Background: an optimization exercise with open tools, aiming at small area and a short achievable clock period. Do not read the settings as production practice.
Function was checked by simulation only, so behaviour that the tests miss may differ from the original.

==> design/flow/design.v <==
`timescale 1ns/10ps
module cs_fa(input a, input b, input c, output s, output co);
  assign s = a ^ b ^ c;
  assign co = (a & b) | (a & c) | (b & c);
endmodule
module cs_ha(input a, input b, output s, output co);
  assign s = a ^ b;
  assign co = a & b;
endmodule
module cs_hb(input a, input b, output s, output co);
  assign s = ~(a ^ b);
  assign co = a | b;
endmodule
module cs_xor(input a, input b, output y);
  assign y = a ^ b;
endmodule
module cs_xnor(input a, input b, output y);
  assign y = ~(a ^ b);
endmodule
module cs_maj(input a, input b, input c, output y);
  assign y = (a & b) | (a & c) | (b & c);
endmodule
module cs_and(input a, input b, output y);
  assign y = a & b;
endmodule
module cs_or(input a, input b, output y);
  assign y = a | b;
endmodule
module cs_inv(input a, output y);
  assign y = ~a;
endmodule
module cs_nand(input a, input b, output y);
  assign y = ~(a & b);
endmodule
module cs_orn(input a, input b, output y);
  assign y = a | ~b;
endmodule
module cs_o21a(input a, input b, input c, output y);
  assign y = (a | b) & c;
endmodule
module cs_nand3(input a, input b, input c, output y);
  assign y = ~(a & b & c);
endmodule
module cs_nor3(input a, input b, input c, output y);
  assign y = ~(a | b | c);
endmodule
module cs_or3(input a, input b, input c, output y);
  assign y = a | b | c;
endmodule
module cs_and9(input [8:0] a, output y, output ny);
  assign y = &a;
  assign ny = ~(&a);
endmodule
module cs_ao222i(input a0, input b0, input a1, input b1, input a2, input b2, output y);
  assign y = ~((a0 & b0) | (a1 & b1) | (a2 & b2));
endmodule
module cs_and3(input a, input b, input c, output y);
  assign y = a & b & c;
endmodule
module cs_o221a(input a1, input a2, input b1, input b2, input c, output y);
  assign y = (a1 | a2) & (b1 | b2) & c;
endmodule
module cs_mux(input s, input a, input b, output y);
  assign y = s ? b : a;
endmodule
module cs_ge(input [4:0] h, output g1, output g2);
  assign g1 = h[4] | (h[3] & (h[2] | h[1] | h[0]));
  assign g2 = h[4] & (h[3] | h[2] | h[1]);
endmodule
module cs_add5(input [4:0] a, input [4:0] b, output [4:0] s);
  assign s = a + b;
endmodule
module cs_add8(input [7:0] a, input [7:0] b, output [7:0] s);
  assign s = a + b;
endmodule
module cs_add13(input [12:0] a, input [12:0] b, output [12:0] s);
  assign s = a + b;
endmodule
module CS(Y, X, reset, clk);
input clk, reset;
input [7:0] X;
output reg [9:0] Y;
reg [3:0] count;                  
reg [7:0] w0, w1, w2, w3, w4, w5, w6, w7, w8;    
reg [7:0] q;                      
reg [3:0] r;                      
wire nz = (count != 4'd0);
wire [7:0] qz = q & {8{nz}};
wire [3:0] rz = r & {4{nz}};
always @(posedge clk) begin
  q <= qn; r <= rn;
end
wire full = (count == 4'd9);
wire en = full & ~reset;
wire [7:0] qn;
wire [3:0] rn;
wire [9:0] Yd;
always @(posedge clk) begin
  w0 <= X; w1 <= w0; w2 <= w1; w3 <= w2; w4 <= w3;
  w5 <= w4; w6 <= w5; w7 <= w6; w8 <= w7;
end
always @(posedge clk) begin
  if (reset) count <= 4'd0;
  else if (!full) count <= count + 4'd1;
end
always @(posedge clk) Y <= Yd;
wire n1, n2, n3, n4, n5, n6, n7, n8, n9, n10, n11, n12, n13, n14, n15, n16, n17, n18, n19, n20, n21, n22, n23, n24, n25, n26, n27, n28, n29, n30, n31, n32, n33, n34, n35, n36, n37, n38, n39, n40, n41, n42, n43, n44, n45, n46, n47, n48, n49, n50, n51, n52, n53, n54, n55, n56, n57, n58, n59, n60, n61, n62, n63, n64, n65, n66, n67, n68, n69, n70, n71, n72, n73, n74, n75, n76, n77, n78, n79, n80, n81, n82, n83, n84, n85, n86, n87, n88, n89, n90, n91, n92, n93, n94, n95, n96, n97, n98, n99, n100, n101, n102, n103, n104, n105, n106, n107, n108, n109, n110, n111, n112, n113, n114, n115, n116, n117, n118, n119, n120, n121, n122, n123, n124, n125, n126, n127, n128, n129, n130, n131, n132, n133, n134, n135, n136, n137, n138, n139, n140, n141, n142, n143, n144, n145, n146, n147, n148, n149, n150, n151, n152, n153, n154, n155, n156, n157, n158, n159, n160, n161, n162, n163, n164, n165, n166, n167, n168, n169, n170, n171, n172, n173, n174, n175, n176, n177, n178, n179, n180, n181, n182, n183, n184, n185, n186, n187, n188, n189, n190, n191, n192, n193, n194, n195, n196, n197, n198, n199, n200, n201, n202, n203, n204, n205, n206, n207, n208, n209, n210, n211, n212, n213, n214, n215, n216, n217, n218, n219, n220, n221, n222, n223, n224, n225, n226, n227, n228, n229, n230, n231, n232, n233, n234, n235, n236, n237, n238, n239, n240, n241, n242, n243, n244, n245, n246, n247, n248, n249, n250, n251, n252, n253, n254, n255, n256, n257, n258, n259, n260, n261, n262, n263, n264, n265, n266, n267, n268, n269, n270, n271, n272, n273, n274, n275, n276, n277, n278, n279, n280, n281, n282, n283, n284, n285, n286, n287, n288, n289, n290, n291, n292, n293, n294, n295, n296, n297, n298, n299, n300, n301, n302, n303, n304, n305, n306, n307, n308, n309, n310, n311, n312, n313, n314, n315, n316, n317, n318, n319, n320, n321, n322, n323, n324, n325, n326, n327, n328, n329, n330, n331, n332, n333, n334, n335, n336, n337, n338, n339, n340, n341, n342, n343, n344, n345, n346, n347, n348, n349, n350, n351, n352, n353, n354, n355, n356, n357, n358, n359, n360, n361, n362, n363, n364, n365, n366, n367, n368, n369, n370, n371, n372, n373, n374, n375, n376, n377, n378, n379, n380, n381, n382, n383, n384, n385, n386, n387, n388, n389, n390, n391, n392, n393, n394, n395, n396, n397, n398, n399, n400, n401, n402, n403, n404, n405, n406, n407, n408, n409, n410, n411, n412, n413, n414, n415, n416, n417, n418, n419, n420, n421, n422, n423, n424, n425, n426, n427, n428, n429, n430, n431, n432, n433, n434, n435, n436, n437, n438, n439, n440, n441, n442, n443, n444, n445, n446, n447, n448, n449, n450, n451, n452, n453, n454, n455, n456, n457, n458, n459;
cs_and u0 (.a(w8[0]), .b(full), .y(n1));
cs_and u1 (.a(w8[1]), .b(full), .y(n2));
cs_and u2 (.a(w8[2]), .b(full), .y(n3));
cs_and u3 (.a(w8[3]), .b(full), .y(n4));
cs_and u4 (.a(w8[4]), .b(full), .y(n5));
cs_and u5 (.a(w8[5]), .b(full), .y(n6));
cs_and u6 (.a(w8[6]), .b(full), .y(n7));
cs_and u7 (.a(w8[7]), .b(full), .y(n8));
cs_inv u8 (.a(n1), .y(n9));
cs_inv u9 (.a(n2), .y(n10));
cs_inv u10 (.a(n3), .y(n11));
cs_inv u11 (.a(n7), .y(n12));
cs_inv u12 (.a(n8), .y(n13));
cs_inv u13 (.a(rz[0]), .y(n14));
cs_fa u14 (.a(n14), .b(n4), .c(n9), .s(n15), .co(n16));
cs_fa u15 (.a(rz[1]), .b(rz[0]), .c(n5), .s(n17), .co(n18));
cs_fa u16 (.a(n10), .b(n13), .c(n17), .s(n19), .co(n20));
cs_fa u17 (.a(rz[2]), .b(n6), .c(n11), .s(n21), .co(n22));
cs_fa u18 (.a(n18), .b(n21), .c(n20), .s(n23), .co(n24));
cs_fa u19 (.a(rz[3]), .b(n22), .c(n24), .s(n25), .co(n26));
cs_ha u20 (.a(n12), .b(n15), .s(n27), .co(n28));
cs_fa u21 (.a(n16), .b(n19), .c(n28), .s(n29), .co(n30));
cs_ha u22 (.a(n23), .b(n30), .s(n31), .co(n32));
cs_ha u23 (.a(n25), .b(n32), .s(n33), .co(n34));
cs_xor u24 (.a(n26), .b(n34), .y(n35));
cs_ge u25 (.h({n35, n33, n31, n29, n27}), .g1(n36), .g2(n37));
cs_fa u26 (.a(n27), .b(n36), .c(n37), .s(n38), .co(n39));
cs_fa u27 (.a(n29), .b(n36), .c(n37), .s(n40), .co(n41));
cs_fa u28 (.a(n31), .b(n36), .c(n37), .s(n42), .co(n43));
cs_ha u29 (.a(n39), .b(n40), .s(n44), .co(n45));
cs_fa u30 (.a(n41), .b(n42), .c(n45), .s(n46), .co(n47));
cs_fa u31 (.a(n33), .b(n43), .c(n47), .s(n48), .co(n49));
cs_inv u32 (.a(X[3]), .y(n50));
cs_inv u33 (.a(X[4]), .y(n51));
cs_inv u34 (.a(X[5]), .y(n52));
cs_ha u35 (.a(n38), .b(X[0]), .s(n53), .co(n54));
cs_fa u36 (.a(X[1]), .b(X[7]), .c(n51), .s(n55), .co(n56));
cs_ha u37 (.a(X[2]), .b(n52), .s(n57), .co(n58));
cs_ha u38 (.a(X[6]), .b(n50), .s(n59), .co(n60));
cs_fa u39 (.a(n44), .b(n54), .c(n55), .s(n61), .co(n62));
cs_fa u40 (.a(n57), .b(n56), .c(n46), .s(n63), .co(n64));
cs_ha u41 (.a(n58), .b(n48), .s(n65), .co(n66));
cs_add5 u42 (.a({n66, n65, n63, n61, n53}), .b({1'b0, n64, n62, n60, n59}), .s({n71, n70, n69, n68, n67}));
cs_ge u43 (.h({n71, n70, n69, n68, n67}), .g1(n72), .g2(n73));
cs_fa u44 (.a(n67), .b(n72), .c(n73), .s(n74), .co(n75));
cs_fa u45 (.a(n68), .b(n72), .c(n73), .s(n76), .co(n77));
cs_fa u46 (.a(n69), .b(n72), .c(n73), .s(n78), .co(n79));
cs_ha u47 (.a(n75), .b(n76), .s(n80), .co(n81));
cs_fa u48 (.a(n77), .b(n78), .c(n81), .s(n82), .co(n83));
cs_fa u49 (.a(n70), .b(n79), .c(n83), .s(n84), .co(n85));
cs_inv u50 (.a(n4), .y(n86));
cs_inv u51 (.a(n5), .y(n87));
cs_inv u52 (.a(n6), .y(n88));
cs_inv u53 (.a(qz[1]), .y(n89));
cs_inv u54 (.a(qz[5]), .y(n90));
cs_inv u55 (.a(qz[6]), .y(n91));
cs_inv u56 (.a(qz[7]), .y(n92));
cs_fa u57 (.a(qz[0]), .b(n86), .c(n12), .s(n93), .co(n94));
cs_ha u58 (.a(n36), .b(n37), .s(n95), .co(n96));
cs_fa u59 (.a(n89), .b(n87), .c(n12), .s(n97), .co(n98));
cs_ha u60 (.a(n13), .b(X[4]), .s(n99), .co(n100));
cs_fa u61 (.a(qz[2]), .b(qz[1]), .c(n88), .s(n101), .co(n102));
cs_fa u62 (.a(n12), .b(n13), .c(X[5]), .s(n103), .co(n104));
cs_fa u63 (.a(n93), .b(n95), .c(X[3]), .s(n105), .co(n106));
cs_fa u64 (.a(n97), .b(n94), .c(n96), .s(n107), .co(n108));
cs_ha u65 (.a(X[6]), .b(X[7]), .s(n109), .co(n110));
cs_fa u66 (.a(n101), .b(n98), .c(X[6]), .s(n111), .co(n112));
cs_fa u67 (.a(X[7]), .b(n100), .c(n103), .s(n113), .co(n114));
cs_fa u68 (.a(qz[3]), .b(n13), .c(n102), .s(n115), .co(n116));
cs_ha u69 (.a(X[7]), .b(n104), .s(n117), .co(n118));
cs_ha u70 (.a(X[6]), .b(n105), .s(n119), .co(n120));
cs_fa u71 (.a(n107), .b(n99), .c(n109), .s(n121), .co(n122));
cs_fa u72 (.a(n108), .b(n110), .c(n111), .s(n123), .co(n124));
cs_fa u73 (.a(n115), .b(n112), .c(n117), .s(n125), .co(n126));
cs_ha u74 (.a(qz[4]), .b(n116), .s(n127), .co(n128));
cs_ha u75 (.a(n119), .b(n72), .s(n129), .co(n130));
cs_fa u76 (.a(n106), .b(n121), .c(n120), .s(n131), .co(n132));
cs_fa u77 (.a(n122), .b(n113), .c(n123), .s(n133), .co(n134));
cs_fa u78 (.a(n114), .b(n124), .c(n125), .s(n135), .co(n136));
cs_fa u79 (.a(n127), .b(n118), .c(n126), .s(n137), .co(n138));
cs_ha u80 (.a(n90), .b(n128), .s(n139), .co(n140));
cs_ha u81 (.a(qz[5]), .b(n91), .s(n141), .co(n142));
cs_ha u82 (.a(qz[6]), .b(n92), .s(n143), .co(n144));
cs_add8 u83 (.a({n143, n141, n139, n137, n135, n133, n131, n73}), .b({n142, n140, n138, n136, n134, n132, n130, n129}), .s({n152, n151, n150, n149, n148, n147, n146, n145}));
cs_inv u84 (.a(q[0]), .y(n153));
cs_inv u85 (.a(q[1]), .y(n154));
cs_inv u86 (.a(q[2]), .y(n155));
cs_inv u87 (.a(q[3]), .y(n156));
cs_inv u88 (.a(q[4]), .y(n157));
cs_inv u89 (.a(q[5]), .y(n158));
cs_inv u90 (.a(q[6]), .y(n159));
cs_inv u91 (.a(q[7]), .y(n160));
cs_inv u92 (.a(q[0]), .y(n161));
cs_inv u93 (.a(q[1]), .y(n162));
cs_inv u94 (.a(q[2]), .y(n163));
cs_inv u95 (.a(q[3]), .y(n164));
cs_inv u96 (.a(q[4]), .y(n165));
cs_inv u97 (.a(q[5]), .y(n166));
cs_inv u98 (.a(q[6]), .y(n167));
cs_inv u99 (.a(q[7]), .y(n168));
cs_inv u100 (.a(q[0]), .y(n169));
cs_inv u101 (.a(q[1]), .y(n170));
cs_inv u102 (.a(q[2]), .y(n171));
cs_inv u103 (.a(q[3]), .y(n172));
cs_inv u104 (.a(q[4]), .y(n173));
cs_inv u105 (.a(q[5]), .y(n174));
cs_inv u106 (.a(q[6]), .y(n175));
cs_inv u107 (.a(q[7]), .y(n176));
cs_and u108 (.a(w0[0]), .b(n153), .y(n177));
cs_maj u109 (.a(w0[1]), .b(n154), .c(n177), .y(n178));
cs_maj u110 (.a(w0[2]), .b(n155), .c(n178), .y(n179));
cs_maj u111 (.a(w0[3]), .b(n156), .c(n179), .y(n180));
cs_maj u112 (.a(w0[4]), .b(n157), .c(n180), .y(n181));
cs_maj u113 (.a(w0[5]), .b(n158), .c(n181), .y(n182));
cs_maj u114 (.a(w0[6]), .b(n159), .c(n182), .y(n183));
cs_maj u115 (.a(w0[7]), .b(n160), .c(n183), .y(n184));
cs_and u116 (.a(w1[0]), .b(n153), .y(n185));
cs_maj u117 (.a(w1[1]), .b(n154), .c(n185), .y(n186));
cs_maj u118 (.a(w1[2]), .b(n155), .c(n186), .y(n187));
cs_maj u119 (.a(w1[3]), .b(n156), .c(n187), .y(n188));
cs_maj u120 (.a(w1[4]), .b(n157), .c(n188), .y(n189));
cs_maj u121 (.a(w1[5]), .b(n158), .c(n189), .y(n190));
cs_maj u122 (.a(w1[6]), .b(n159), .c(n190), .y(n191));
cs_maj u123 (.a(w1[7]), .b(n160), .c(n191), .y(n192));
cs_and u124 (.a(w2[0]), .b(n153), .y(n193));
cs_maj u125 (.a(w2[1]), .b(n154), .c(n193), .y(n194));
cs_maj u126 (.a(w2[2]), .b(n155), .c(n194), .y(n195));
cs_maj u127 (.a(w2[3]), .b(n156), .c(n195), .y(n196));
cs_maj u128 (.a(w2[4]), .b(n157), .c(n196), .y(n197));
cs_maj u129 (.a(w2[5]), .b(n158), .c(n197), .y(n198));
cs_maj u130 (.a(w2[6]), .b(n159), .c(n198), .y(n199));
cs_maj u131 (.a(w2[7]), .b(n160), .c(n199), .y(n200));
cs_and u132 (.a(w3[0]), .b(n161), .y(n201));
cs_maj u133 (.a(w3[1]), .b(n162), .c(n201), .y(n202));
cs_maj u134 (.a(w3[2]), .b(n163), .c(n202), .y(n203));
cs_maj u135 (.a(w3[3]), .b(n164), .c(n203), .y(n204));
cs_maj u136 (.a(w3[4]), .b(n165), .c(n204), .y(n205));
cs_maj u137 (.a(w3[5]), .b(n166), .c(n205), .y(n206));
cs_maj u138 (.a(w3[6]), .b(n167), .c(n206), .y(n207));
cs_maj u139 (.a(w3[7]), .b(n168), .c(n207), .y(n208));
cs_and u140 (.a(w4[0]), .b(n161), .y(n209));
cs_maj u141 (.a(w4[1]), .b(n162), .c(n209), .y(n210));
cs_maj u142 (.a(w4[2]), .b(n163), .c(n210), .y(n211));
cs_maj u143 (.a(w4[3]), .b(n164), .c(n211), .y(n212));
cs_maj u144 (.a(w4[4]), .b(n165), .c(n212), .y(n213));
cs_maj u145 (.a(w4[5]), .b(n166), .c(n213), .y(n214));
cs_maj u146 (.a(w4[6]), .b(n167), .c(n214), .y(n215));
cs_maj u147 (.a(w4[7]), .b(n168), .c(n215), .y(n216));
cs_and u148 (.a(w5[0]), .b(n161), .y(n217));
cs_maj u149 (.a(w5[1]), .b(n162), .c(n217), .y(n218));
cs_maj u150 (.a(w5[2]), .b(n163), .c(n218), .y(n219));
cs_maj u151 (.a(w5[3]), .b(n164), .c(n219), .y(n220));
cs_maj u152 (.a(w5[4]), .b(n165), .c(n220), .y(n221));
cs_maj u153 (.a(w5[5]), .b(n166), .c(n221), .y(n222));
cs_maj u154 (.a(w5[6]), .b(n167), .c(n222), .y(n223));
cs_maj u155 (.a(w5[7]), .b(n168), .c(n223), .y(n224));
cs_and u156 (.a(w6[0]), .b(n169), .y(n225));
cs_maj u157 (.a(w6[1]), .b(n170), .c(n225), .y(n226));
cs_maj u158 (.a(w6[2]), .b(n171), .c(n226), .y(n227));
cs_maj u159 (.a(w6[3]), .b(n172), .c(n227), .y(n228));
cs_maj u160 (.a(w6[4]), .b(n173), .c(n228), .y(n229));
cs_maj u161 (.a(w6[5]), .b(n174), .c(n229), .y(n230));
cs_maj u162 (.a(w6[6]), .b(n175), .c(n230), .y(n231));
cs_maj u163 (.a(w6[7]), .b(n176), .c(n231), .y(n232));
cs_and u164 (.a(w7[0]), .b(n169), .y(n233));
cs_maj u165 (.a(w7[1]), .b(n170), .c(n233), .y(n234));
cs_maj u166 (.a(w7[2]), .b(n171), .c(n234), .y(n235));
cs_maj u167 (.a(w7[3]), .b(n172), .c(n235), .y(n236));
cs_maj u168 (.a(w7[4]), .b(n173), .c(n236), .y(n237));
cs_maj u169 (.a(w7[5]), .b(n174), .c(n237), .y(n238));
cs_maj u170 (.a(w7[6]), .b(n175), .c(n238), .y(n239));
cs_maj u171 (.a(w7[7]), .b(n176), .c(n239), .y(n240));
cs_and u172 (.a(w8[0]), .b(n169), .y(n241));
cs_maj u173 (.a(w8[1]), .b(n170), .c(n241), .y(n242));
cs_maj u174 (.a(w8[2]), .b(n171), .c(n242), .y(n243));
cs_maj u175 (.a(w8[3]), .b(n172), .c(n243), .y(n244));
cs_maj u176 (.a(w8[4]), .b(n173), .c(n244), .y(n245));
cs_maj u177 (.a(w8[5]), .b(n174), .c(n245), .y(n246));
cs_maj u178 (.a(w8[6]), .b(n175), .c(n246), .y(n247));
cs_maj u179 (.a(w8[7]), .b(n176), .c(n247), .y(n248));
cs_inv u180 (.a(n184), .y(n249));
cs_inv u181 (.a(n192), .y(n250));
cs_inv u182 (.a(n200), .y(n251));
cs_inv u183 (.a(n208), .y(n252));
cs_inv u184 (.a(n216), .y(n253));
cs_inv u185 (.a(n224), .y(n254));
cs_inv u186 (.a(n232), .y(n255));
cs_inv u187 (.a(n240), .y(n256));
cs_inv u188 (.a(n248), .y(n257));
cs_and u189 (.a(w0[7]), .b(w0[6]), .y(n258));
cs_and u190 (.a(w1[7]), .b(w1[6]), .y(n259));
cs_and u191 (.a(w2[7]), .b(w2[6]), .y(n260));
cs_and u192 (.a(w3[7]), .b(w3[6]), .y(n261));
cs_and u193 (.a(w4[7]), .b(w4[6]), .y(n262));
cs_and u194 (.a(w5[7]), .b(w5[6]), .y(n263));
cs_and u195 (.a(w6[7]), .b(w6[6]), .y(n264));
cs_and u196 (.a(w7[7]), .b(w7[6]), .y(n265));
cs_and u197 (.a(w8[7]), .b(w8[6]), .y(n266));
cs_ao222i u198 (.a0(n249), .b0(w0[7]), .a1(n250), .b1(w1[7]), .a2(n251), .b2(w2[7]), .y(n267));
cs_ao222i u199 (.a0(n252), .b0(w3[7]), .a1(n253), .b1(w4[7]), .a2(n254), .b2(w5[7]), .y(n268));
cs_ao222i u200 (.a0(n255), .b0(w6[7]), .a1(n256), .b1(w7[7]), .a2(n257), .b2(w8[7]), .y(n269));
cs_and3 u201 (.a(n267), .b(n268), .c(n269), .y(n270));
cs_nand3 u202 (.a(n267), .b(n268), .c(n269), .y(n271));
cs_ao222i u203 (.a0(n249), .b0(n258), .a1(n250), .b1(n259), .a2(n251), .b2(n260), .y(n272));
cs_ao222i u204 (.a0(n252), .b0(n261), .a1(n253), .b1(n262), .a2(n254), .b2(n263), .y(n273));
cs_ao222i u205 (.a0(n255), .b0(n264), .a1(n256), .b1(n265), .a2(n257), .b2(n266), .y(n274));
cs_and3 u206 (.a(n272), .b(n273), .c(n274), .y(n275));
cs_nand3 u207 (.a(n272), .b(n273), .c(n274), .y(n276));
cs_ao222i u208 (.a0(n249), .b0(w0[6]), .a1(n250), .b1(w1[6]), .a2(n251), .b2(w2[6]), .y(n277));
cs_ao222i u209 (.a0(n252), .b0(w3[6]), .a1(n253), .b1(w4[6]), .a2(n254), .b2(w5[6]), .y(n278));
cs_ao222i u210 (.a0(n255), .b0(w6[6]), .a1(n256), .b1(w7[6]), .a2(n257), .b2(w8[6]), .y(n279));
cs_and3 u211 (.a(n277), .b(n278), .c(n279), .y(n280));
cs_nand3 u212 (.a(n277), .b(n278), .c(n279), .y(n281));
cs_o21a u213 (.a(n271), .b(n280), .c(n275), .y(n282));
cs_inv u214 (.a(n282), .y(n283));
cs_o221a u215 (.a1(w0[7]), .a2(n270), .b1(w0[6]), .b2(n282), .c(n249), .y(n284));
cs_o221a u216 (.a1(w1[7]), .a2(n270), .b1(w1[6]), .b2(n282), .c(n250), .y(n285));
cs_o221a u217 (.a1(w2[7]), .a2(n270), .b1(w2[6]), .b2(n282), .c(n251), .y(n286));
cs_o221a u218 (.a1(w3[7]), .a2(n270), .b1(w3[6]), .b2(n282), .c(n252), .y(n287));
cs_o221a u219 (.a1(w4[7]), .a2(n270), .b1(w4[6]), .b2(n282), .c(n253), .y(n288));
cs_o221a u220 (.a1(w5[7]), .a2(n270), .b1(w5[6]), .b2(n282), .c(n254), .y(n289));
cs_o221a u221 (.a1(w6[7]), .a2(n270), .b1(w6[6]), .b2(n282), .c(n255), .y(n290));
cs_o221a u222 (.a1(w7[7]), .a2(n270), .b1(w7[6]), .b2(n282), .c(n256), .y(n291));
cs_o221a u223 (.a1(w8[7]), .a2(n270), .b1(w8[6]), .b2(n282), .c(n257), .y(n292));
cs_and u224 (.a(w0[5]), .b(w0[4]), .y(n293));
cs_and u225 (.a(w1[5]), .b(w1[4]), .y(n294));
cs_and u226 (.a(w2[5]), .b(w2[4]), .y(n295));
cs_and u227 (.a(w3[5]), .b(w3[4]), .y(n296));
cs_and u228 (.a(w4[5]), .b(w4[4]), .y(n297));
cs_and u229 (.a(w5[5]), .b(w5[4]), .y(n298));
cs_and u230 (.a(w6[5]), .b(w6[4]), .y(n299));
cs_and u231 (.a(w7[5]), .b(w7[4]), .y(n300));
cs_and u232 (.a(w8[5]), .b(w8[4]), .y(n301));
cs_ao222i u233 (.a0(n284), .b0(w0[5]), .a1(n285), .b1(w1[5]), .a2(n286), .b2(w2[5]), .y(n302));
cs_ao222i u234 (.a0(n287), .b0(w3[5]), .a1(n288), .b1(w4[5]), .a2(n289), .b2(w5[5]), .y(n303));
cs_ao222i u235 (.a0(n290), .b0(w6[5]), .a1(n291), .b1(w7[5]), .a2(n292), .b2(w8[5]), .y(n304));
cs_and3 u236 (.a(n302), .b(n303), .c(n304), .y(n305));
cs_nand3 u237 (.a(n302), .b(n303), .c(n304), .y(n306));
cs_ao222i u238 (.a0(n284), .b0(n293), .a1(n285), .b1(n294), .a2(n286), .b2(n295), .y(n307));
cs_ao222i u239 (.a0(n287), .b0(n296), .a1(n288), .b1(n297), .a2(n289), .b2(n298), .y(n308));
cs_ao222i u240 (.a0(n290), .b0(n299), .a1(n291), .b1(n300), .a2(n292), .b2(n301), .y(n309));
cs_and3 u241 (.a(n307), .b(n308), .c(n309), .y(n310));
cs_nand3 u242 (.a(n307), .b(n308), .c(n309), .y(n311));
cs_ao222i u243 (.a0(n284), .b0(w0[4]), .a1(n285), .b1(w1[4]), .a2(n286), .b2(w2[4]), .y(n312));
cs_ao222i u244 (.a0(n287), .b0(w3[4]), .a1(n288), .b1(w4[4]), .a2(n289), .b2(w5[4]), .y(n313));
cs_ao222i u245 (.a0(n290), .b0(w6[4]), .a1(n291), .b1(w7[4]), .a2(n292), .b2(w8[4]), .y(n314));
cs_and3 u246 (.a(n312), .b(n313), .c(n314), .y(n315));
cs_nand3 u247 (.a(n312), .b(n313), .c(n314), .y(n316));
cs_o21a u248 (.a(n306), .b(n315), .c(n310), .y(n317));
cs_inv u249 (.a(n317), .y(n318));
cs_o221a u250 (.a1(w0[5]), .a2(n305), .b1(w0[4]), .b2(n317), .c(n284), .y(n319));
cs_o221a u251 (.a1(w1[5]), .a2(n305), .b1(w1[4]), .b2(n317), .c(n285), .y(n320));
cs_o221a u252 (.a1(w2[5]), .a2(n305), .b1(w2[4]), .b2(n317), .c(n286), .y(n321));
cs_o221a u253 (.a1(w3[5]), .a2(n305), .b1(w3[4]), .b2(n317), .c(n287), .y(n322));
cs_o221a u254 (.a1(w4[5]), .a2(n305), .b1(w4[4]), .b2(n317), .c(n288), .y(n323));
cs_o221a u255 (.a1(w5[5]), .a2(n305), .b1(w5[4]), .b2(n317), .c(n289), .y(n324));
cs_o221a u256 (.a1(w6[5]), .a2(n305), .b1(w6[4]), .b2(n317), .c(n290), .y(n325));
cs_o221a u257 (.a1(w7[5]), .a2(n305), .b1(w7[4]), .b2(n317), .c(n291), .y(n326));
cs_o221a u258 (.a1(w8[5]), .a2(n305), .b1(w8[4]), .b2(n317), .c(n292), .y(n327));
cs_and u259 (.a(w0[3]), .b(w0[2]), .y(n328));
cs_and u260 (.a(w1[3]), .b(w1[2]), .y(n329));
cs_and u261 (.a(w2[3]), .b(w2[2]), .y(n330));
cs_and u262 (.a(w3[3]), .b(w3[2]), .y(n331));
cs_and u263 (.a(w4[3]), .b(w4[2]), .y(n332));
cs_and u264 (.a(w5[3]), .b(w5[2]), .y(n333));
cs_and u265 (.a(w6[3]), .b(w6[2]), .y(n334));
cs_and u266 (.a(w7[3]), .b(w7[2]), .y(n335));
cs_and u267 (.a(w8[3]), .b(w8[2]), .y(n336));
cs_ao222i u268 (.a0(n319), .b0(w0[3]), .a1(n320), .b1(w1[3]), .a2(n321), .b2(w2[3]), .y(n337));
cs_ao222i u269 (.a0(n322), .b0(w3[3]), .a1(n323), .b1(w4[3]), .a2(n324), .b2(w5[3]), .y(n338));
cs_ao222i u270 (.a0(n325), .b0(w6[3]), .a1(n326), .b1(w7[3]), .a2(n327), .b2(w8[3]), .y(n339));
cs_and3 u271 (.a(n337), .b(n338), .c(n339), .y(n340));
cs_nand3 u272 (.a(n337), .b(n338), .c(n339), .y(n341));
cs_ao222i u273 (.a0(n319), .b0(n328), .a1(n320), .b1(n329), .a2(n321), .b2(n330), .y(n342));
cs_ao222i u274 (.a0(n322), .b0(n331), .a1(n323), .b1(n332), .a2(n324), .b2(n333), .y(n343));
cs_ao222i u275 (.a0(n325), .b0(n334), .a1(n326), .b1(n335), .a2(n327), .b2(n336), .y(n344));
cs_and3 u276 (.a(n342), .b(n343), .c(n344), .y(n345));
cs_nand3 u277 (.a(n342), .b(n343), .c(n344), .y(n346));
cs_ao222i u278 (.a0(n319), .b0(w0[2]), .a1(n320), .b1(w1[2]), .a2(n321), .b2(w2[2]), .y(n347));
cs_ao222i u279 (.a0(n322), .b0(w3[2]), .a1(n323), .b1(w4[2]), .a2(n324), .b2(w5[2]), .y(n348));
cs_ao222i u280 (.a0(n325), .b0(w6[2]), .a1(n326), .b1(w7[2]), .a2(n327), .b2(w8[2]), .y(n349));
cs_and3 u281 (.a(n347), .b(n348), .c(n349), .y(n350));
cs_nand3 u282 (.a(n347), .b(n348), .c(n349), .y(n351));
cs_o21a u283 (.a(n341), .b(n350), .c(n345), .y(n352));
cs_inv u284 (.a(n352), .y(n353));
cs_o221a u285 (.a1(w0[3]), .a2(n340), .b1(w0[2]), .b2(n352), .c(n319), .y(n354));
cs_o221a u286 (.a1(w1[3]), .a2(n340), .b1(w1[2]), .b2(n352), .c(n320), .y(n355));
cs_o221a u287 (.a1(w2[3]), .a2(n340), .b1(w2[2]), .b2(n352), .c(n321), .y(n356));
cs_o221a u288 (.a1(w3[3]), .a2(n340), .b1(w3[2]), .b2(n352), .c(n322), .y(n357));
cs_o221a u289 (.a1(w4[3]), .a2(n340), .b1(w4[2]), .b2(n352), .c(n323), .y(n358));
cs_o221a u290 (.a1(w5[3]), .a2(n340), .b1(w5[2]), .b2(n352), .c(n324), .y(n359));
cs_o221a u291 (.a1(w6[3]), .a2(n340), .b1(w6[2]), .b2(n352), .c(n325), .y(n360));
cs_o221a u292 (.a1(w7[3]), .a2(n340), .b1(w7[2]), .b2(n352), .c(n326), .y(n361));
cs_o221a u293 (.a1(w8[3]), .a2(n340), .b1(w8[2]), .b2(n352), .c(n327), .y(n362));
cs_and u294 (.a(w0[1]), .b(w0[0]), .y(n363));
cs_and u295 (.a(w1[1]), .b(w1[0]), .y(n364));
cs_and u296 (.a(w2[1]), .b(w2[0]), .y(n365));
cs_and u297 (.a(w3[1]), .b(w3[0]), .y(n366));
cs_and u298 (.a(w4[1]), .b(w4[0]), .y(n367));
cs_and u299 (.a(w5[1]), .b(w5[0]), .y(n368));
cs_and u300 (.a(w6[1]), .b(w6[0]), .y(n369));
cs_and u301 (.a(w7[1]), .b(w7[0]), .y(n370));
cs_and u302 (.a(w8[1]), .b(w8[0]), .y(n371));
cs_ao222i u303 (.a0(n354), .b0(w0[1]), .a1(n355), .b1(w1[1]), .a2(n356), .b2(w2[1]), .y(n372));
cs_ao222i u304 (.a0(n357), .b0(w3[1]), .a1(n358), .b1(w4[1]), .a2(n359), .b2(w5[1]), .y(n373));
cs_ao222i u305 (.a0(n360), .b0(w6[1]), .a1(n361), .b1(w7[1]), .a2(n362), .b2(w8[1]), .y(n374));
cs_and3 u306 (.a(n372), .b(n373), .c(n374), .y(n375));
cs_nand3 u307 (.a(n372), .b(n373), .c(n374), .y(n376));
cs_ao222i u308 (.a0(n354), .b0(n363), .a1(n355), .b1(n364), .a2(n356), .b2(n365), .y(n377));
cs_ao222i u309 (.a0(n357), .b0(n366), .a1(n358), .b1(n367), .a2(n359), .b2(n368), .y(n378));
cs_ao222i u310 (.a0(n360), .b0(n369), .a1(n361), .b1(n370), .a2(n362), .b2(n371), .y(n379));
cs_and3 u311 (.a(n377), .b(n378), .c(n379), .y(n380));
cs_nand3 u312 (.a(n377), .b(n378), .c(n379), .y(n381));
cs_ao222i u313 (.a0(n354), .b0(w0[0]), .a1(n355), .b1(w1[0]), .a2(n356), .b2(w2[0]), .y(n382));
cs_ao222i u314 (.a0(n357), .b0(w3[0]), .a1(n358), .b1(w4[0]), .a2(n359), .b2(w5[0]), .y(n383));
cs_ao222i u315 (.a0(n360), .b0(w6[0]), .a1(n361), .b1(w7[0]), .a2(n362), .b2(w8[0]), .y(n384));
cs_and3 u316 (.a(n382), .b(n383), .c(n384), .y(n385));
cs_nand3 u317 (.a(n382), .b(n383), .c(n384), .y(n386));
cs_o21a u318 (.a(n376), .b(n385), .c(n380), .y(n387));
cs_inv u319 (.a(n387), .y(n388));
cs_fa u320 (.a(q[0]), .b(q[3]), .c(r[3]), .s(n389), .co(n390));
cs_fa u321 (.a(q[1]), .b(q[4]), .c(n390), .s(n391), .co(n392));
cs_fa u322 (.a(q[2]), .b(q[5]), .c(n392), .s(n393), .co(n394));
cs_fa u323 (.a(q[3]), .b(q[6]), .c(n394), .s(n395), .co(n396));
cs_fa u324 (.a(q[4]), .b(q[7]), .c(n396), .s(n397), .co(n398));
cs_ha u325 (.a(q[0]), .b(r[0]), .s(n399), .co(n400));
cs_fa u326 (.a(q[1]), .b(r[1]), .c(n400), .s(n401), .co(n402));
cs_fa u327 (.a(q[2]), .b(r[2]), .c(n402), .s(n403), .co(n404));
cs_ha u328 (.a(n389), .b(n404), .s(n405), .co(n406));
cs_ha u329 (.a(n391), .b(n406), .s(n407), .co(n408));
cs_ha u330 (.a(n393), .b(n408), .s(n409), .co(n410));
cs_ha u331 (.a(n395), .b(n410), .s(n411), .co(n412));
cs_ha u332 (.a(n397), .b(n412), .s(n413), .co(n414));
cs_fa u333 (.a(q[5]), .b(n398), .c(n414), .s(n415), .co(n416));
cs_ha u334 (.a(q[6]), .b(n416), .s(n417), .co(n418));
cs_ha u335 (.a(q[7]), .b(n418), .s(n419), .co(n420));
cs_ha u336 (.a(n405), .b(n341), .s(n421), .co(n422));
cs_fa u337 (.a(n407), .b(n318), .c(n376), .s(n423), .co(n424));
cs_fa u338 (.a(n409), .b(n306), .c(n353), .s(n425), .co(n426));
cs_fa u339 (.a(n411), .b(n283), .c(n341), .s(n427), .co(n428));
cs_fa u340 (.a(n413), .b(n271), .c(n318), .s(n429), .co(n430));
cs_ha u341 (.a(n415), .b(n306), .s(n431), .co(n432));
cs_ha u342 (.a(n417), .b(n283), .s(n433), .co(n434));
cs_ha u343 (.a(n271), .b(n419), .s(n435), .co(n436));
cs_add13 u344 (.a({1'b0, n420, n435, n433, n431, n429, n427, n425, n423, n388, n403, n401, n399}), .b({1'b0, n436, n434, n432, n430, n428, n426, n424, n422, n421, n353, n376, n388}), .s({n449, n448, n447, n446, n445, n444, n443, n442, n441, n440, n439, n438, n437}));
cs_and u345 (.a(n440), .b(en), .y(n450));
cs_and u346 (.a(n441), .b(en), .y(n451));
cs_and u347 (.a(n442), .b(en), .y(n452));
cs_and u348 (.a(n443), .b(en), .y(n453));
cs_and u349 (.a(n444), .b(en), .y(n454));
cs_and u350 (.a(n445), .b(en), .y(n455));
cs_and u351 (.a(n446), .b(en), .y(n456));
cs_and u352 (.a(n447), .b(en), .y(n457));
cs_and u353 (.a(n448), .b(en), .y(n458));
cs_and u354 (.a(n449), .b(en), .y(n459));
assign qn[0] = n145;
assign qn[1] = n146;
assign qn[2] = n147;
assign qn[3] = n148;
assign qn[4] = n149;
assign qn[5] = n150;
assign qn[6] = n151;
assign qn[7] = n152;
assign rn[0] = n74;
assign rn[1] = n80;
assign rn[2] = n82;
assign rn[3] = n84;
assign Yd[0] = n450;
assign Yd[1] = n451;
assign Yd[2] = n452;
assign Yd[3] = n453;
assign Yd[4] = n454;
assign Yd[5] = n455;
assign Yd[6] = n456;
assign Yd[7] = n457;
assign Yd[8] = n458;
assign Yd[9] = n459;
endmodule
==> design/flow/flow/run.sh <==
#!/bin/bash
# The standard layout (standard.sh), with two changes to how it is made:
#  - ORFS's timing repair aims at a setup slack of 14 ns at the design's clock
#    period (SETUP_SLACK_MARGIN), so repair_timing sizes and buffers critical paths;
#  - every input and output port still gets a buffer, of cell sky130_fd_sc_hd__buf_2.
set -e
export SETUP_SLACK_MARGIN=14
export BUFFER_PORTS_ARGS="-buffer_cell sky130_fd_sc_hd__buf_2"
bash standard.sh > standard.log 2>&1
==> design/flow/standard.sh <==
#!/bin/bash
# synth_recipe.tcl (not shown) runs the flow's synth.tcl, then flattens the netlist and writes it again
# the make line also repeats each setting of config.mk as NAME=value (left out here)
make -C /OpenROAD-flow-scripts/flow DESIGN_CONFIG=/design/flow/config.mk WORK_HOME=/design/flow/orfs CLKGATE_MAP_FILE= SYNTH_SCRIPT=/design/flow/synth_recipe.tcl "${@:-finish}"
==> design/flow/config.mk <==
export PLATFORM = sky130hd
export DESIGN_NAME = CS
export DESIGN_NICKNAME = CS
export VERILOG_FILES = /design/flow/design.v
export SDC_FILE = /design/flow/constraint.sdc
export NUM_CORES = 4
export LEC_CHECK = 0
export CAP_MARGIN = 20
export CORE_MARGIN = 2
export CORE_UTILIZATION = 40
export CTS_BUF_LIST = sky130_fd_sc_hd__clkbuf_8
export SLEW_MARGIN = 20
export SYNTH_HIERARCHICAL = 1
export SYNTH_MINIMUM_KEEP_SIZE = 0
==> design/flow/constraint.sdc <==
create_clock -name core_clock -period 23.0 [get_ports {clk}]
set_input_delay 4.6000 -clock core_clock [delete_from_list [all_inputs] [get_ports {clk}]]
set_output_delay 4.6000 -clock core_clock [all_outputs]
set_load 0.01 [all_outputs]
==> results.sh, run 1 <==
export IMPL_hold_violations=0
export IMPL_insertion_delay_ns=0.40
export IMPL_critPathMaxFanout=6
export IMPL_finalCritPeriodShare_pct=38.4
export IMPL_final_util_pct=46.8
export IMPL_pre_cts_ws_ns=13.07
export IMPL_crit_path_end_kind="flop"
export IMPL_die_area_um2=17900
export IMPL_grt_total_usage_pct=18.5
export IMPL_rsz0062_at_grt="true"
export IMPL_max_freq_ghz=0.113
export IMPL_die_w_um=134
export IMPL_slew_headroom_pct=65.0
export IMPL_yosys_warnings=7
export IMPL_synth_cells=612
export IMPL_crit_path_frequent_cell="maj3_2"
export IMPL_crit_path_end="Y[7]"
export IMPL_reg2reg_setup_slack_ns=14.17
export IMPL_cts_buffers=9
export IMPL_routed_via_density=5.61
export IMPL_reg2regPathDepth=32
export IMPL_drt_iter0_drc=446
export IMPL_grt_overflow_total=0
export IMPL_finalWorstSetupSlack_ns=14.17
export IMPL_start_util_pct=40.7
export IMPL_placed_cell_area_um2=7090
export IMPL_drcViolationCount=0
export IMPL_wirelength_um=16400
export IMPL_largest_register="Y"
export IMPL_clockBufferDepth=2
export IMPL_nNetsFinal=786
export IMPL_row_count=47
export IMPL_avgSynthCellArea_um2=11.0
export IMPL_drive_gt1_share_pct=26.2
export IMPL_path_clk_slew_ns=0.11
export IMPL_firstDrtPassIters=5
export IMPL_cp_slowest_cell="fa_1"
export IMPL_finalSetupTns_ns=0
export IMPL_final_setup_viol_count=0
export IMPL_skew_ns=0.0183
export IMPL_area_growth_pct=15.1
export IMPL_vias=5009
export IMPL_cts_sinks=98
export IMPL_dp_hpwl_um=12700
export IMPL_grt_max_degree=18
export IMPL_r2r_start="q[0]"
export IMPL_post_route_min_period_ns=8.83
export IMPL_worstPathRequired_ns=23.29
export IMPL_antenna_cells_inserted=0
export IMPL_place_congestion=0.877
export IMPL_startpoint="q[0]"
export IMPL_syn_cell_area_um2=6720
export IMPL_grt_pass1_wl_um=25700
export IMPL_core_area_um2=16500
export IMPL_io_pins=20
export IMPL_worstReg2RegEnd="Y[7]"
export IMPL_htreeDepth=3
export IMPL_cts_tree="built"
export IMPL_largest_reg_flops=10
export IMPL_fin_area_um2=7740
export IMPL_cts_root_buffer_cell="clkbuf_8"
export IMPL_dieHeight_um=134
export IMPL_critPathMaxStageDelay_ns=0.56
export IMPL_slew_violations=0
export IMPL_port_buffers=19
export IMPL_path_class="reg -> reg"
export IMPL_status="no timing/DRC/antenna violations"
export IMPL_cp_start_kind="flop"
export IMPL_grt_pass1_vias=4955
export IMPL_drv_cap=0
export IMPL_antenna_found_initial=0
export IMPL_cp_data_arrival_time_ns=9.12
export IMPL_ant_nets=0
export IMPL_routedWlPerCell_um=18.3
export IMPL_min_path_type="reg -> reg"
export IMPL_tightest_slew_ns=0.520
-- worst min path at each step --
stage                  to  cells after the start  startpoint
global placement    w8[0]                      0       w7[0]
finish              w8[0]                      0       w7[0]
CTS                 w2[0]                      0       w1[0]
floorplan           w2[0]                      0       w1[0]
detailed placement  w2[0]                      0       w1[0]
global route        w8[0]                      0       w7[0]
-- stage by stage --
step / hold slack [ns] / instances
after floorplan: 0.354 / 614
after global placement: 0.370 / 852
after detailed placement: 0.374 / 852
after CTS: 0.389 / 871
after global routing: 0.398 / 893
final: 0.387 / 893
-- cell type report --
cell class / instances / area, um2
Multi-Input combinational cell: 452 / 4790
Fill cell: 1521 / 8790
Timing Repair Buffer: 41 / 264
Inverter: 66 / 248
Tap cell: 220 / 275
Clock buffer: 10 / 138
Sequential cell: 98 / 1970
Clock inverter: 6 / 51.3
-- layer usage --
metal  up-vias  part of all wire (%)  track usage [%]
met5         -                     0                0
met2       147                    47             30.0
met3        28                   5.1             3.35
met1      2465                    45             24.3
li1       2369                     -                -
met4         0                   2.9             8.10
-- what timing repair did --
action,4_1_cts,5_1_grt
setup endpoints to repair,9,13
resized for setup,11,45
hold buffers,0,0
setup buffers,3,19
pin swaps,9,27
cloned,0,3
-- placed cells by master (no fill, tap or decap), types with 5 or more instances in the layout --
cell	n
dfxtp_1	96
and2_1	63
maj3_2	63
inv_1	57
ha_1	54
fa_1	51
a222oi_1	36
buf_4	21
buf_2	19
a21oi_1	16
xnor2_1	14
o221a_4	14
nor2b_1	13
o221a_1	13
nor2_1	12
and3_1	11
clkbuf_8	10
nand2_1	9
inv_2	9
xor2_1	7
nand3_1	6
a21o_1	5
-- worst max-delay path: cells and delay by family, from the launching register on --
family	cells	cell delay (ns)
xor gates and xnor gates	1	0.07
DFF	1	0.40
adders and majority gates	9	3.05
AOI/OAI and AO/OA	13	3.45
and+or+nand+nor	7	1.57
buffers and inverters	2	0.20
==> inputs of run 2 (changes only) <==
==> design/flow/flow/run.sh (replaced) <==
#!/bin/bash
# The standard layout (standard.sh), with two changes to how it is made:
#  - ORFS's timing repair aims at a setup slack of 13.5 ns at the design's clock
#    period (SETUP_SLACK_MARGIN), so repair_timing sizes and buffers critical paths;
#  - every input and output port still gets a buffer, of cell sky130_fd_sc_hd__buf_2.
set -e
export SETUP_SLACK_MARGIN=13.5
export BUFFER_PORTS_ARGS="-buffer_cell sky130_fd_sc_hd__buf_2"
bash standard.sh > standard.log 2>&1
--- a/design/flow/config.mk
+++ b/design/flow/config.mk
@@ -5,6 +5,7 @@
 export SDC_FILE = /design/flow/constraint.sdc
 export NUM_CORES = 4
 export LEC_CHECK = 0
+export ABC_AREA = 1
 export CAP_MARGIN = 20
 export CORE_MARGIN = 2
 export CORE_UTILIZATION = 40
==> results.sh, run 2 <==
export IMPL_vias=7024
export IMPL_cts_tree="built"
export IMPL_hold_start="w4[0]"
export IMPL_drcViolationCount=0
export IMPL_antenna_found_initial=0
export IMPL_reg2reg_setup_slack_ns=14.51
export IMPL_crit_path_end_kind="flop"
export IMPL_grt_max_degree=16
export IMPL_path_class="reg -> reg"
export IMPL_drt_iter0_drc=416
export IMPL_critPathMaxStageDelay_ns=0.58
export IMPL_largest_reg_flops=10
export IMPL_critPathMaxFanout=12
export IMPL_slew_headroom_pct=42.5
export IMPL_routedWlPerCell_um=11.6
export IMPL_max_freq_ghz=0.118
export IMPL_cts_resized=0
export IMPL_whs_endpoint="w5[0]"
export IMPL_largest_register="Y"
export IMPL_dieHeight_um=149
export IMPL_nNetsFinal=1407
export IMPL_core_area_um2=20800
export IMPL_rsz0062_at_grt="false"
export IMPL_worstReg2RegEnd="r[3]"
export IMPL_cts_sinks=98
export IMPL_grt_pass1_vias=6638
export IMPL_grt_total_usage_pct=17.8
export IMPL_port_buffers=19
export IMPL_synth_cells=1257
export IMPL_reg2regPathDepth=28
export IMPL_crit_path_frequent_cell="fa_1"
export IMPL_yosys_warnings=7
export IMPL_hold_violations=0
export IMPL_place_congestion=0.842
export IMPL_clockBufferDepth=2
export IMPL_status="no timing/DRC/antenna violations"
export IMPL_final_util_pct=43.4
export IMPL_ant_nets=0
export IMPL_skew_ns=0.00830
export IMPL_cts_buffers=9
export IMPL_finalCritPeriodShare_pct=36.9
export IMPL_wirelength_um=18200
export IMPL_fin_hold_ws_ns=0.389
export IMPL_area_growth_pct=7.43
export IMPL_slew_violations=0
export IMPL_drv_cap=0
export IMPL_die_area_um2=22200
export IMPL_tightest_slew_ns=0.859
export IMPL_syn_cell_area_um2=8410
export IMPL_hold_depth=0
export IMPL_io_pins=20
export IMPL_ctsHoldBuffers=0
export IMPL_row_count=53
export IMPL_dp_hpwl_um=15100
export IMPL_cp_start_kind="flop"
export IMPL_die_w_um=149
export IMPL_htreeDepth=3
export IMPL_routed_via_density=4.48
export IMPL_layout_commonest_cell="nand2_1"
export IMPL_avgSynthCellArea_um2=6.69
export IMPL_cp_data_arrival_time_ns=8.77
export IMPL_post_route_min_period_ns=8.49
export IMPL_grt_overflow_total=0
export IMPL_min_path_type="reg -> reg"
export IMPL_cts_root_buffer_cell="clkbuf_8"
export IMPL_cts_setup_buffers=0
export IMPL_insertion_delay_ns=0.40
export IMPL_antenna_cells_inserted=0
export IMPL_path_clk_slew_ns=0.09
export IMPL_worstPathRequired_ns=23.28
export IMPL_start_util_pct=40.4
export IMPL_final_cell_mix="nand2_1 (515), inv_1 (241), dfxtp_1 (98)"
export IMPL_cp_slowest_cell="nor2_2"
export IMPL_finalSetupTns_ns=0
export IMPL_grt_pass1_wl_um=31300
export IMPL_r2r_start="count[0]"
export IMPL_final_setup_viol_count=0
export IMPL_firstDrtPassIters=5
export IMPL_drive_gt1_share_pct=12.6
run 2: worst max path at each step:
stage               slack (ns)  cells after the start  startpoint  endpoint
floorplan                14.65                     11        X[1]      r[3]
global route             13.68                     56        q[1]      Y[6]
detailed placement       14.26                     12        X[7]      r[3]
finish                   14.51                     28    count[0]      r[3]
CTS                      14.43                     28    count[0]      r[3]
global placement         14.28                     12        X[7]      r[3]
run 2: per-layer routing:
metal  share of wire [%]  up-vias  GRT usage, %
li1                    -     3803             -
met1                  48     3115          23.5
met2                  47       84          29.9
met3                 2.4       22          2.08
met4                 2.3        0          6.81
met5                   0        -             0
run 2: final cells by class:
cell class / count / area, um2
fillers: 2185 / 11800
multi-input cells: 919 / 5540
flip-flops and latches: 98 / 1960
inverters: 242 / 908
well taps: 275 / 344
clock buffers: 9 / 124
repair buffers: 19 / 95.1
clock inverters: 7 / 61.3
run 2: per-stage QoR:
stage	instance area (um2)	instances	setup WS, ns
floorplan	8420	1260	14.65
global placement	8840	1553	14.28
detailed placement	8840	1553	14.26
CTS	9030	1569	14.43
global route	9030	1569	13.68
finish	9030	1569	14.51
run 2: worst max-delay path: cells and delay by family, from the launching register on:
kind | cells | cell delay, ns
fa+ha+maj | 16 | 5.90
flops | 1 | 0.37
simple gates | 7 | 1.14
buf+inv | 3 | 0.20
compound gates | 2 | 0.75
==> inputs of run 3 (changes only) <==
--- a/design/flow/config.mk
+++ b/design/flow/config.mk
@@ -5,7 +5,6 @@
 export SDC_FILE = /design/flow/constraint.sdc
 export NUM_CORES = 4
 export LEC_CHECK = 0
-export ABC_AREA = 1
 export CAP_MARGIN = 20
 export CORE_MARGIN = 2
 export CORE_UTILIZATION = 40
==> results.sh, run 3 <==
export IMPL_status="no timing/DRC/antenna violations"
export IMPL_skew_ns=0.0145
export IMPL_placed_cell_area_um2=7090
export IMPL_critPathMaxStageDelay_ns=0.54
export IMPL_grt_pass1_wl_um=25500
export IMPL_dp_hpwl_um=12700
export IMPL_cts_sinks=98
export IMPL_die_area_um2=17900
export IMPL_layout_commonest_cell="dfxtp_1"
export IMPL_antenna_cells_inserted=0
export IMPL_port_buffers=19
export IMPL_final_setup_viol_count=0
export IMPL_grt_max_degree=18
export IMPL_reg2reg_setup_slack_ns=13.95
export IMPL_fin_area_um2=7350
export IMPL_drt_iter0_drc=422
export IMPL_grt_pass1_vias=4938
export IMPL_critPathMaxFanout=10
export IMPL_finalCritPeriodShare_pct=39.3
export IMPL_cts_tree="built"
export IMPL_grt_total_usage_pct=18.4
export IMPL_slew_headroom_pct=51.3
export IMPL_cp_start_kind="flop"
export IMPL_cts_buffers=9
export IMPL_slew_violations=0
export IMPL_yosys_warnings=7
export IMPL_final_util_pct=44.5
export IMPL_cts_root_buffer_cell="clkbuf_8"
export IMPL_rsz0062_at_grt="false"
export IMPL_htreeDepth=3
export IMPL_largest_reg_flops=10
export IMPL_area_growth_pct=9.40
export IMPL_crit_path_frequent_cell="maj3_2"
export IMPL_clockBufferDepth=2
export IMPL_cp_slowest_cell="fa_1"
export IMPL_grt_overflow_total=0
export IMPL_insertion_delay_ns=0.39
export IMPL_tightest_slew_ns=0.728
export IMPL_die_w_um=134
export IMPL_largest_register="Y"
export IMPL_syn_cell_area_um2=6720
export IMPL_ctsHoldBuffers=0
export IMPL_ant_nets=0
export IMPL_min_path_type="reg -> reg"
export IMPL_antenna_found_initial=0
export IMPL_post_route_min_period_ns=9.05
export IMPL_row_count=47
export IMPL_synth_cells=612
export IMPL_hold_violations=0
export IMPL_worstPathRequired_ns=23.29
export IMPL_fin_hold_ws_ns=0.387
export IMPL_dieHeight_um=134
export IMPL_drive_gt1_share_pct=19.3
export IMPL_nNetsFinal=765
export IMPL_vias=4847
export IMPL_wirelength_um=15600
export IMPL_reg2regPathDepth=32
export IMPL_max_freq_ghz=0.111
export IMPL_final_cell_mix="dfxtp_1 (96), inv_1 (66), and2_1 (63), maj3_2 (63), ha_1 (56)"
export IMPL_io_pins=20
export IMPL_avgSynthCellArea_um2=11.0
export IMPL_drcViolationCount=0
export IMPL_routed_via_density=5.56
export IMPL_core_area_um2=16500
export IMPL_fillCellCount=1549
export IMPL_firstDrtPassIters=6
export IMPL_cp_data_arrival_time_ns=9.34
export IMPL_drv_cap=0
export IMPL_finalSetupTns_ns=0
export IMPL_path_clk_slew_ns=0.11
export IMPL_crit_path_end_kind="flop"
export IMPL_start_util_pct=40.7
export IMPL_routedWlPerCell_um=17.9
export IMPL_path_class="reg -> reg"
export IMPL_hold_depth=0
export IMPL_place_congestion=0.877
run 3: per-stage QoR:
step                      cells  setup WS, ns
after floorplan             614         14.47
final                       872         13.95
after global placement      852         13.28
after CTS                   869         13.53
after global routing        872         13.42
after detailed placement    852         13.07
run 3: final cells by class:
cell class              instances  area (um2)  share of cell area, %
clock buffers                  10         138                   1.87
clock inverters                 6        51.3                  0.698
inverters                      66         248                   3.37
multi-input cells             449        4550                   61.9
flip-flops and latches         98        1970                   26.7
well taps                     220         275                   3.74
repair buffers                 23         125                   1.70
run 3: worst max-delay path, delay by kind of cell, from the launching register on:
family,cells,cell delay (ns)
AND/OR/NAND/NOR,7,1.30
AO/OA/AOI/OAI,13,3.85
flip-flops,1,0.40
buffers and inverters,2,0.20
XOR/XNOR,1,0.14
adder cells (fa/ha/maj),9,3.04
run 3: timing repair:
| action | CTS | global route |
|---|---|---|
| pin swaps | 4 | 5 |
| setup endpoints to repair | 6 | 7 |
| setup buffers | 1 | 3 |
| resized for setup | 6 | 11 |
run 3: final timing paths:
| kind | from | end |
|---|---|---|
| hold reg to reg | w7[0] | w8[0] |
| setup reg to reg | q[0] | Y[9] |
| hold / removal | w7[0] | w8[0] |
| setup / recovery | q[0] | Y[9] |
run 3: metal layers:
metal / vias to the layer above / part of all wire (%) / GRT usage (%)
met5: - / 0 / 0
met4: 0 / 2.7 / 8.10
met3: 25 / 4.7 / 3.23
met2: 141 / 47 / 29.4
met1: 2373 / 45 / 24.4
li1: 2308 / - / -

==> separate check: timing with driven ports <==
The flow's constraints put no driver on any port. The routed layouts listed below were extracted and timed again, unchanged, in two steps. Step 1 (the two cells are an assumption about what drives the block):
set clk [get_ports {clk}]
set_driving_cell -lib_cell sky130_fd_sc_hd__clkbuf_16 $clk
set_driving_cell -lib_cell sky130_fd_sc_hd__buf_2 [delete_from_list [all_inputs] $clk]
Step 2 times the ports against the registers' clock, not the clock port: input delays grow and output delays shrink by t, the midpoint of the rising clock arrivals with the driver on. a / b / c = ideal / step 1 / step 2; a / b = the first two.
run | shift t [ns] | setup WS [ns] | worst data-port slew with drivers (ns)
run 1 | 0.423 | 14.168 / 14.168 / 14.112 | 0.04
run 2 | 0.434 | 14.506 / 14.506 / 14.321 | 0.03
run 3 | 0.423 | 13.951 / 13.951 / 13.951 | 0.04
After both steps every run listed still meets setup and hold. The setup slack of run 2, which loses most, moves by 0.000 ns with the drivers and by -0.185 ns with both steps.
